This is an optimization exercise on Yosys and OpenROAD, whose aim is small area, not a production implementation.
Only simulation tests tie the RTL to the original design; equivalence was not proved.
No activity file was given, so power comes from the tool's default toggle rates.

== fjord ==
## moldudp64
module moldudp64 #(
	parameter AXI_DATA_W  = 64,
	parameter AXI_KEEP_W  = 8,
	parameter SID_W       = 80,
	parameter SEQ_NUM_W   = 64,
	parameter ML_W        = 16,  
	parameter EOS_MSG_CNT = {ML_W{1'b1}}, 
	parameter OV_DATA_W  = 64-ML_W, 
	parameter OV_KEEP_W  = (OV_DATA_W/8), 
	parameter OV_KEEP_LW = 3  
)(
	input clk,
	input nreset,
	input                  udp_axis_tvalid_i,
	input [AXI_KEEP_W-1:0] udp_axis_tkeep_i,
	input [AXI_DATA_W-1:0] udp_axis_tdata_i,
	input                  udp_axis_tlast_i,
	input                  udp_axis_tuser_i,
	output                 udp_axis_tready_o,
	output logic                 miss_seq_num_v_o,
	output logic [SID_W-1:0]     miss_seq_num_sid_o,
	output logic [SEQ_NUM_W-1:0] miss_seq_num_start_o,	
	output logic [SEQ_NUM_W-1:0] miss_seq_num_cnt_o,
	output logic                 miss_sid_v_o,
	output logic [SID_W-1:0]     miss_sid_start_o,
	output logic [SEQ_NUM_W-1:0] miss_sid_seq_num_start_o,
	output logic [SID_W-1:0]     miss_sid_cnt_o,
	output logic [SEQ_NUM_W-1:0] miss_sid_seq_num_end_o,	
	output logic            flatlined_v_o,
	output [SID_W-1:0]      mold_msg_sid_o,
	output [SEQ_NUM_W-1:0]  mold_msg_seq_num_o,
	output                   mold_msg_v_o,
	output                   mold_msg_start_o,  
	output [AXI_KEEP_LW-1:0] mold_msg_len_o,
	output [AXI_DATA_W-1:0]  mold_msg_data_o, 
	output                   mold_msg_ov_v_o,
	output [OV_KEEP_LW-1:0]  mold_msg_ov_len_o,
	output [OV_DATA_W-1:0]   mold_msg_ov_data_o
);
For scale: ~3700 cells after synthesis, roughly 350 flip-flops, roughly 840 I/O pins.
==> flow/config.mk <==
export PLATFORM = sky130hd
export DESIGN_NAME = moldudp64
export DESIGN_NICKNAME = moldudp64
export VERILOG_FILES = /design/flow/design.v
export SDC_FILE = /design/flow/constraint.sdc
export NUM_CORES = 4
export LEC_CHECK = 0
export ABC_AREA = 1
export CAP_MARGIN = 20
export CORE_MARGIN = 2
export CORE_UTILIZATION = 40
export CTS_BUF_LIST = sky130_fd_sc_hd__clkbuf_16
export CTS_CLUSTER_DIAMETER = 80
export CTS_CLUSTER_SIZE = 30
export SETUP_SLACK_MARGIN = 0.1
export SLEW_MARGIN = 20
==> flow/constraint.sdc <==
create_clock -name core_clock -period 8.0 [get_ports {clk}]
set_input_delay 1.6000 -clock core_clock [delete_from_list [all_inputs] [get_ports {clk}]]
set_output_delay 1.6000 -clock core_clock [all_outputs]
set_load 0.01 [all_outputs]
standard.sh (not shown) runs the stock make flow with config.mk's settings and CLKGATE_MAP_FILE= SYNTH_SCRIPT=/design/flow/synth_recipe.tcl, a recipe that flattens the netlist after the stock synthesis.
==> flow/flow/run.sh <==
#!/bin/bash
set -euo pipefail
export BUFFER_PORTS_ARGS="-buffer_cell sky130_fd_sc_hd__buf_1"
bash standard.sh > standard.log 2>&1
For quartz, these inputs were changed with respect to fjord:
--- a/flow/design.v
+++ b/flow/design.v
@@ -187,30 +187,33 @@
 module countdown #(
 	parameter CNT_W = 14,  
 	parameter CNT_B = 14'b10011100010000  
 )(
 	input clk,
 	input nreset,
 	input        start_v_i,  
 	output logic finished_o
 );
+localparam [CNT_W-1:0] LFSR_MASK  = 14'h2015;
+localparam [CNT_W-1:0] LFSR_START = 14'h0001;
+localparam [CNT_W-1:0] LFSR_END   = 14'h2a11;
 reg   [CNT_W-1:0] cnt_q;
 logic [CNT_W-1:0] cnt_next;
+logic [CNT_W-1:0] cnt_step;
 logic             zero;
-assign zero     = ~|cnt_q; 
-logic [CNT_W-1:0] cnt_dec_n;
-inc_blk #(.W(CNT_W),.K(7)) m_dec(.a(~cnt_q), .ci(1'b1), .s(cnt_dec_n), .co());
-assign cnt_next = start_v_i ? CNT_B :
-					zero ? '0 : ~cnt_dec_n;
+assign zero     = cnt_q == LFSR_END;
+assign cnt_step = { 1'b0, cnt_q[CNT_W-1:1] } ^ ( LFSR_MASK & {CNT_W{cnt_q[0]}} );
+assign cnt_next = start_v_i ? LFSR_START :
+					zero ? cnt_q : cnt_step;
 always @(posedge clk)
 begin
 	if (~nreset ) begin
-		cnt_q <= CNT_B;
+		cnt_q <= LFSR_START;
 	end else begin
 		cnt_q <= cnt_next;
 	end
 end
 assign finished_o = zero;
 endmodule
 module miss_msg_det #(
 	parameter SEQ_NUM_W = 64,
 	parameter SID_W     = 80,
@@ -377,19 +380,19 @@
 assign init_sel = valid_i & init_v_i;
 assign sh_amt = init_sel ? 3'd6 : fsm_len_split_q ? 3'd1 : fsm_len_align_q ? 3'd2 : l4[2:0];
 genvar m;
 generate
 for ( m = 0; m < 7; m++ ) begin : g_dec
 	assign l4_dec[m] = sh_amt == m;
 end
 for ( s = 0; s < 8; s++ ) begin : g_sh
 	logic [7:0] sh_or [0:7];
-	assign sh_or[0] = {8{l4_dec[0]}} & b[s];
+	assign sh_or[0] = {8{l4_dec[0] & ( s >= 2 )}} & b[s];
 	for ( m = 1; m < 8; m++ ) begin : g_m
 		if ( s + m < 8 && m < 7 && ( s < 2 || s + m < 8 ) ) begin : g_t
 			assign sh_or[m] = sh_or[m-1] | {8{l4_dec[m]}} & b[s+m];
 		end else begin : g_n
 			assign sh_or[m] = sh_or[m-1];
 		end
 	end
 	assign sh4[s] = sh_or[7];
 end
## What came out
quartz completed end to end with timing, DRC and antenna clean. Static leakage power deteriorates in quartz relative to fjord. Taking fjord as the reference, in quartz sequential fraction of total cell area shows a reduction of 0.36 points, wire length shows an increase of 8300 µm, total net switching power shows an increase of 0.075 mW. fjord → quartz: ratio of final minimum period to clock period increased by 2.2 points relative to the old numbers, post-synthesis instance area increased by 1.1% relative to the old numbers, wire length on met2 closely matched the old numbers.

what the ideal ports hide:
The flow's constraints put no driver on any port. The routed layouts listed below were extracted and timed again, unchanged, in two steps.
Step 1, drivers: a clkbuf_16 drives clk and a buf_2 each remaining input, both assumed.
Step 2 also shifts input and output timing later by t, the mid clock arrival at the registers, as if the neighbouring blocks saw the same clock.
Three values: ideal ports, drivers, drivers and shift; two values: the first two.
run | t, ns | setup slack, ns | clock arrival spread, ns
fjord | 0.684 | 0.582 / 0.628 / -0.057 | 0.028 / 0.027
quartz | 0.696 | 0.408 / 0.448 / -0.248 | 0.032 / 0.032
With both steps, setup timing fails in fjord and quartz, where it was met with ideal ports. The setup slack of quartz, which loses most, moves by +0.040 ns with the drivers and by -0.656 ns with both steps.
